From an optimization exercise on the open Yosys and OpenROAD flow, aimed at small area; shortcuts taken in it are not production practice.
The RTL of this run was laid out without a check of its function.
Power and IR drop assume default switching activity.

==> flow/design.v <==
`timescale 1ns/1ps
module deb(
    input ck, reset,
    input button,
    output reg d,
    output p0, p1           
);
    reg [3:0] c;
    wire hold = (c == 4'd0);
    always @(posedge ck, posedge reset) begin
        if (reset) begin
            d <= 1'b0;
            c <= 4'd0;
        end else begin
            if (hold) begin
                if (button != d) begin
                    d <= button;
                    c <= 4'd11;
                end
            end else
                c <= c - 4'd1;
        end
    end
    assign p0 = d & c[3] & c[1] & c[0];
    assign p1 = d & c[3] & c[1] & ~c[0];
endmodule
module lfsr #(parameter W = 4, parameter K = 0, parameter XN = 0, parameter [W-1:0] E = 0, parameter [W-1:0] X = 0) (
    input ck, reset,
    input clear,
    output hit
);
    reg [W-1:0] q;
    assign hit = (q == E);
    wire fb = q[W-1] ^ q[K] ^ XN[0] ^ hit;
    always @(posedge ck, posedge reset)
        if (reset) q <= X;
        else if (clear) q <= X;
        else q <= {q[W-2:0], fb};
endmodule
module top(
    input ck, reset,
    input mode, hh, mm, switch,
    output alarm, mode0, mode1,
    output CA, CB, CC, CD, CE, CF, CG, DP,
    output [7:0] AN
    );
    wire mode_d, mode_p0, mode_p1;
    wire hh_d, hh_p0, hh_p1;
    wire mm_d, mm_p0, mm_p1;
    wire sw_d, sw_p0, sw_p1;
    deb u0(ck, reset, mode, mode_d, mode_p0, mode_p1);
    deb u1(ck, reset, hh, hh_d, hh_p0, hh_p1);
    deb u2(ck, reset, mm, mm_d, mm_p0, mm_p1);
    deb u3(ck, reset, switch, sw_d, sw_p0, sw_p1);
    reg ca;
    always @(posedge ck, posedge reset)
        if (reset) ca <= 1'b1;
        else if (mode_p0) ca <= ~ca;
    wire sec, min, refresh, hit;
    lfsr #(13, 9, 0, 13'h23, 13'h47) t_hs(ck, reset, 1'b0, sec);
    lfsr #(20, 0, 1, 20'h58b0a, 20'hb1614) t_mn(ck, reset, 1'b0, min);
    lfsr #(4, 2, 1, 4'hc, 4'h8) t_rf(ck, reset, 1'b0, refresh);
    lfsr #(13, 9, 0, 13'h23, 13'h47) t_mt(ck, reset, mm_p1, hit);
    localparam IDLE = 3'b000, WAIT = 3'b001, A1 = 3'b100, I1 = 3'b101, A2 = 3'b110, I2 = 3'b111;
    reg [2:0] s;
    always @(posedge ck, posedge reset)
        if (reset) s <= IDLE;
        else case (s)
            IDLE: if (mm_p0) s <= WAIT;
            WAIT: if (!mm_d) s <= IDLE;
                  else if (hit && !mm_p1) s <= A1;
            A1:   if (!mm_d) s <= A2;
                  else if (hit) s <= I1;
            I1:   s <= A1;
            A2:   if (mm_d) s <= IDLE;
                  else if (hit) s <= I2;
            I2:   s <= A2;
            default: s <= IDLE;
        endcase
    wire inc = s[0] & (s[2] | mm_p1);
    wire up_clock60 = (inc & ca) | (min & ~s[2]);
    wire up_alarm60 = inc & ~ca;
    wire ca_prev = ca ^ mode_p1;
    wire up_alarm24 = hh_p1 & ~ca_prev;
    reg [3:0] h0, h2, a0, a2;
    reg [2:0] h1, a1;
    reg [1:0] h3, a3;
    wire c0 = up_clock60 & (h0 == 4'd9);
    wire carry = c0 & (h1 == 3'd5);
    wire up_clock24 = carry | (hh_p1 & ca_prev);
    wire ac0 = up_alarm60 & (a0 == 4'd9);
    always @(posedge ck, posedge reset)
        if (reset) begin
            h0 <= 0; h1 <= 0; h2 <= 0; h3 <= 0;
            a0 <= 0; a1 <= 0; a2 <= 0; a3 <= 0;
        end else begin
            if (up_clock60) h0 <= (h0 == 4'd9) ? 4'd0 : h0 + 4'd1;
            if (c0) h1 <= (h1 == 3'd5) ? 3'd0 : h1 + 3'd1;
            if (up_clock24) begin
                if (h3 == 2'd2 && h2 == 4'd3) begin h3 <= 0; h2 <= 0; end
                else if (h2 == 4'd9) begin h3 <= h3 + 2'd1; h2 <= 0; end
                else h2 <= h2 + 4'd1;
            end
            if (up_alarm60) a0 <= (a0 == 4'd9) ? 4'd0 : a0 + 4'd1;
            if (ac0) a1 <= (a1 == 3'd5) ? 3'd0 : a1 + 3'd1;
            if (up_alarm24) begin
                if (a3 == 2'd2 && a2 == 4'd3) begin a3 <= 0; a2 <= 0; end
                else if (a2 == 4'd9) begin a3 <= a3 + 2'd1; a2 <= 0; end
                else a2 <= a2 + 4'd1;
            end
        end
    reg [1:0] sel;
    always @(posedge ck, posedge reset)
        if (reset) sel <= 0;
        else if (refresh) sel <= sel + 2'd1;
    reg [3:0] dig;
    always @(*)
        case (sel)
            2'd0: dig = ca ? h0 : a0;
            2'd1: dig = ca ? {1'b0, h1} : {1'b0, a1};
            2'd2: dig = ca ? h2 : a2;
            default: dig = ca ? {2'b0, h3} : {2'b0, a3};
        endcase
    reg [6:0] c;
    always @(*)
        case (dig)
            4'h0: c = 7'b0000001;
            4'h1: c = 7'b1001111;
            4'h2: c = 7'b0010010;
            4'h3: c = 7'b0000110;
            4'h4: c = 7'b1001100;
            4'h5: c = 7'b0100100;
            4'h6: c = 7'b0100000;
            4'h7: c = 7'b0001111;
            4'h8: c = 7'b0000000;
            4'h9: c = 7'b0000100;
            default: c = 7'b0000000;
        endcase
    assign {CA, CB, CC, CD, CE, CF, CG} = c;
    assign AN = {4'b1111, ~(4'b0001 << sel)};
    reg sec_tog;
    always @(posedge ck, posedge reset)
        if (reset) sec_tog <= 1'b0;
        else if (sec) sec_tog <= ~sec_tog;
    assign DP = ~((sel == 2'd2) & (~ca | sec_tog));
    assign alarm = sw_d & ({h3, h2, h1, h0} == {a3, a2, a1, a0});
    assign mode0 = ca;
    assign mode1 = ~ca;
endmodule
==> flow/run.sh <==
#!/bin/bash
# synth_recipe.tcl (not shown) runs the flow's synth.tcl, then flattens the netlist and writes it again
# the make line also repeats each setting of config.mk as NAME=value (left out here)
make -C /OpenROAD-flow-scripts/flow DESIGN_CONFIG=/design/flow/config.mk WORK_HOME=/design/flow/orfs CLKGATE_MAP_FILE= SYNTH_SCRIPT=/design/flow/synth_recipe.tcl finish
==> flow/config.mk <==
export PLATFORM = sky130hd
export DESIGN_NAME = top
export DESIGN_NICKNAME = top
export VERILOG_FILES = /design/flow/design.v
export SDC_FILE = /design/flow/constraint.sdc
export NUM_CORES = 4
export LEC_CHECK = 0
export CAP_MARGIN = 20
export CORE_MARGIN = 2
export CORE_UTILIZATION = 40
export SLEW_MARGIN = 20
==> flow/constraint.sdc <==
create_clock -name core_clock -period 10.0 [get_ports {ck}]
set_input_delay 2.0000 -clock core_clock [delete_from_list [all_inputs] [get_ports {ck}]]
set_output_delay 2.0000 -clock core_clock [all_outputs]
set_load 0.01 [all_outputs]
==> notes.md <==
-- stage by stage --
| stage | utilization (%) | cell area, um^2 | instances |
|---|---|---|---|
| 2_1_floorplan | - | 4800 | 431 |
| 3_3_place_gp | 44.2 | 5110 | 582 |
| 3_5_place_dp | 44.2 | 5110 | 582 |
| 4_1_cts | 46.8 | 5410 | 598 |
| 5_1_grt | 46.8 | 5410 | 598 |
| 6_report | 46.8 | 5410 | 598 |
-- state kept, by name, summed over array words and instances (netlist names), 2 cells and up --
name,cells
a0,4
a1,3
t_mn.q,20
a2,4
s,3
sel,2
a3,2
u2.c,4
u0.c,4
t_rf.q,4
u3.c,4
t_mt.q,13
h1,3
h2,4
u1.c,4
h3,2
t_hs.q,13
h0,4
-- area by class of cell --
| type | count | share of cell area, % |
|---|---|---|
| Sequential cell | 103 | 48.1 |
| Multi-Input combinational cell | 281 | 36.9 |
| Clock buffer | 11 | 4.30 |
| Timing Repair Buffer | 21 | 3.84 |
| Tap cell | 143 | 3.31 |
| Inverter | 34 | 2.41 |
| Clock inverter | 5 | 1.18 |
-- cells in the mapped netlist (all sizes together), types with 4 or more instances --
cell	n
nand4	8
buf	6
and2	11
o21ai	19
nor4bb	4
xor2	9
nor2b	9
mux2i	8
o22ai	6
xnor2	24
a222oi	4
nor3b	6
ha	15
clkbuf	7
nor4	8
nor2	31
nor3	9
nand3	8
a21oi	19
dfrtp	85
nand2	21
dfstp	18
inv	34
mux2	10
-- metal layers --
metal	part of all wire (%)	GRT usage (%)
met4	1.9	5.37
met5	0	0
met3	2.7	3.03
met2	45	21.1
met1	51	20.3
-- power by group --
| part | switching [mW] | internal [mW] | total (mW) |
|---|---|---|---|
| logic | 0.170 | 0.184 | 0.354 |
| clock network | 0.151 | 0.196 | 0.347 |
| registers | 0.123 | 0.520 | 0.643 |
-- worst max-delay path, cell delays in order, from the launching register on --
cell	delay [ns]
dfrtp_1	0.43
inv_1	0.14
ha_1	0.33
a222oi_1	0.17
mux4_2	0.54
inv_1	0.12
ha_1	0.19
nor2b_1	0.14
a21oi_1	0.07
o22ai_1	0.17
clkdlybuf4s50_1	0.56
-- logic make-up after synthesis --
family | count (synthesis) | share of synthesized area [%]
AOI/OAI and AO/OA | 71 | 10.1
xor gates and xnor gates | 33 | 6.04
adders and majority gates | 15 | 3.92
buffers and inverters | 47 | 4.26
DFF | 103 | 54.3
muxes | 20 | 4.96
other | 1 | 0.0783
and+or+nand+nor | 138 | 16.3
-- how the worst max path moves through the flow --
stage	startpoint	slack (ns)	cells past startpoint	endpoint
global placement	sel[0]	5.33	10	CE
global route	sel[0]	4.65	10	CE
detailed placement	sel[0]	5.20	10	CE
floorplan	reset	5.33	1	a0[0]
CTS	sel[0]	4.82	10	CE
finish	sel[0]	4.80	10	CE
==> results.sh <==
export IMPL_outcome="no timing/DRC/antenna violations"
export IMPL_grt_ovfl_total=0
export IMPL_hold_viol=0
export IMPL_rrSetupSlack_ns=7.74
export IMPL_syn_cell_area_um2=4790
export IMPL_p_leak_nw=2.35
export IMPL_hp_class="reg2reg"
export IMPL_die_w_um=113
export IMPL_drive_above_1_share_pct=12.1
export IMPL_worstHoldStart="t_mn.q[16]"
export IMPL_n_fill_cell=1041
export IMPL_min_period_ns=5.20
export IMPL_whs_ns=0.364
export IMPL_cap_violations=0
export IMPL_cts_buffers_inserted=9
export IMPL_clk_pin_slew_ns=0.07
export IMPL_rows=39
export IMPL_synthArstFlopShare_pct=100
export IMPL_clock_fmax_mhz=192
export IMPL_critPathKind="reg2out"
export IMPL_cts_root_buf="clkbuf_16"
export IMPL_ys_seq_elements=103
export IMPL_vias=3113
export IMPL_pre_cts_slack_ns=5.20
export IMPL_grt_antenna_before_repair=0
export IMPL_final_net_count=471
export IMPL_yosys_area_top_type_share_pct=44.4
export IMPL_synth_area_leaders="dfrtp_1 44%, dfstp_2 9.9%, xnor2_1 4.4%, ha_1 3.9%, inv_1 2.7%"
export IMPL_initial_utilization_pct=41.4
export IMPL_clockBufferDepth=2
export IMPL_timing_worst_slew_pin_value_ns=0.763
export IMPL_grt_max_degree=64
export IMPL_viasPerCell=5.21
export IMPL_power_density_nw_per_um2=249
export IMPL_ant_nets=0
export IMPL_hold_path_depth=0
export IMPL_critical_path_endpoint_type="output port"
export IMPL_die_h_um=113
export IMPL_io_buffers=20
export IMPL_slew_limit_headroom_pct=49.1
export IMPL_period_share_pct=52.0
export IMPL_final_common_cell="dfrtp_1"
export IMPL_yosysSeqAreaShare_pct=54.3
export IMPL_gp_congestion=0.824
export IMPL_drc=0
export IMPL_yosysWarnings=5
export IMPL_critPathRequiredTime_ns=8.00
export IMPL_final_cell_mix="85 x dfrtp_1, 33 x inv_1, 31 x nor2_1"
export IMPL_routed_wl_mm=8.36
export IMPL_rsz0062_at_grt="false"
export IMPL_reg2reg_depth=6
export IMPL_antenna_cells=0
export IMPL_syn_to_final_growth_pct=13.0
export IMPL_setup_viol=0
export IMPL_worstPathMaxFanout=8
export IMPL_setup_slack_ns=4.80
export IMPL_power_mw=1.34
export IMPL_ctsHoldBuffers=0
export IMPL_dp_final_hpwl_mm=6.06
export IMPL_yosysUniqueCellTypes=62
export IMPL_clkLatencyLatePin_ns=0.34
export IMPL_h_tree_depth=3
export IMPL_drtIter0Drc=273
export IMPL_hold_path_end="t_mn.q[17]"
export IMPL_grt_pass1_vias=3042
export IMPL_multiInputGateArea_um2=2000
export IMPL_die_area_um2=12900
export IMPL_ff_latch_area_um2=2600
export IMPL_synth_area_leader_cell="dfrtp_1"
export IMPL_vdd_drop_max_mv=0.0945
export IMPL_wl_per_cell_um=14.0
export IMPL_cts_setup_buffers=0
export IMPL_post_cts_resized=0
export IMPL_r2r_start="u2.c[0]"
export IMPL_synth_area_per_cell_um2=11.2
export IMPL_cts_tree="yes"
export IMPL_cp_arrival_ns=3.20
export IMPL_reg2reg_to="h2[3]"
export IMPL_setup_worst_path_start_class="register"
export IMPL_synthFlopType="dfrtp_1"
export IMPL_grt_pass1_wl_mm=14.7
export IMPL_firstDrtPassIters=4
export IMPL_grt_usage_pct=14.1
export IMPL_fin_skew_ns=0.0107
export IMPL_setup_tns_ns=0
export IMPL_cts_sinks=103
export IMPL_io_pins=25
export IMPL_synthCells=428
export IMPL_synth_edf_count=0
export IMPL_slew_violations=0
export IMPL_core_um2=11600

## what the ideal ports hide
The results above use ideal ports. As a check the final layout listed here was re-extracted and re-timed, cells and wires unchanged. Step 1 (the two cells are an assumption about what drives the block):
set clk [get_ports {ck}]
set_driving_cell -lib_cell sky130_fd_sc_hd__clkbuf_16 $clk
set_driving_cell -lib_cell sky130_fd_sc_hd__buf_2 [delete_from_list [all_inputs] $clk]
Step 2 times the ports against the registers' clock, not the clock port: input delays grow and output delays shrink by t, the midpoint of the rising clock arrivals with the driver on. Three values: ideal ports, drivers, drivers and shift; two values: the first two.
t (ns): 0.376
setup slack, ns: 4.798 / 4.760 / 5.135
pins driven straight from the clock port: 1
After both steps setup and hold are still met in this run. The setup slack of this run moves by -0.038 ns with the drivers and by +0.337 ns with both steps.
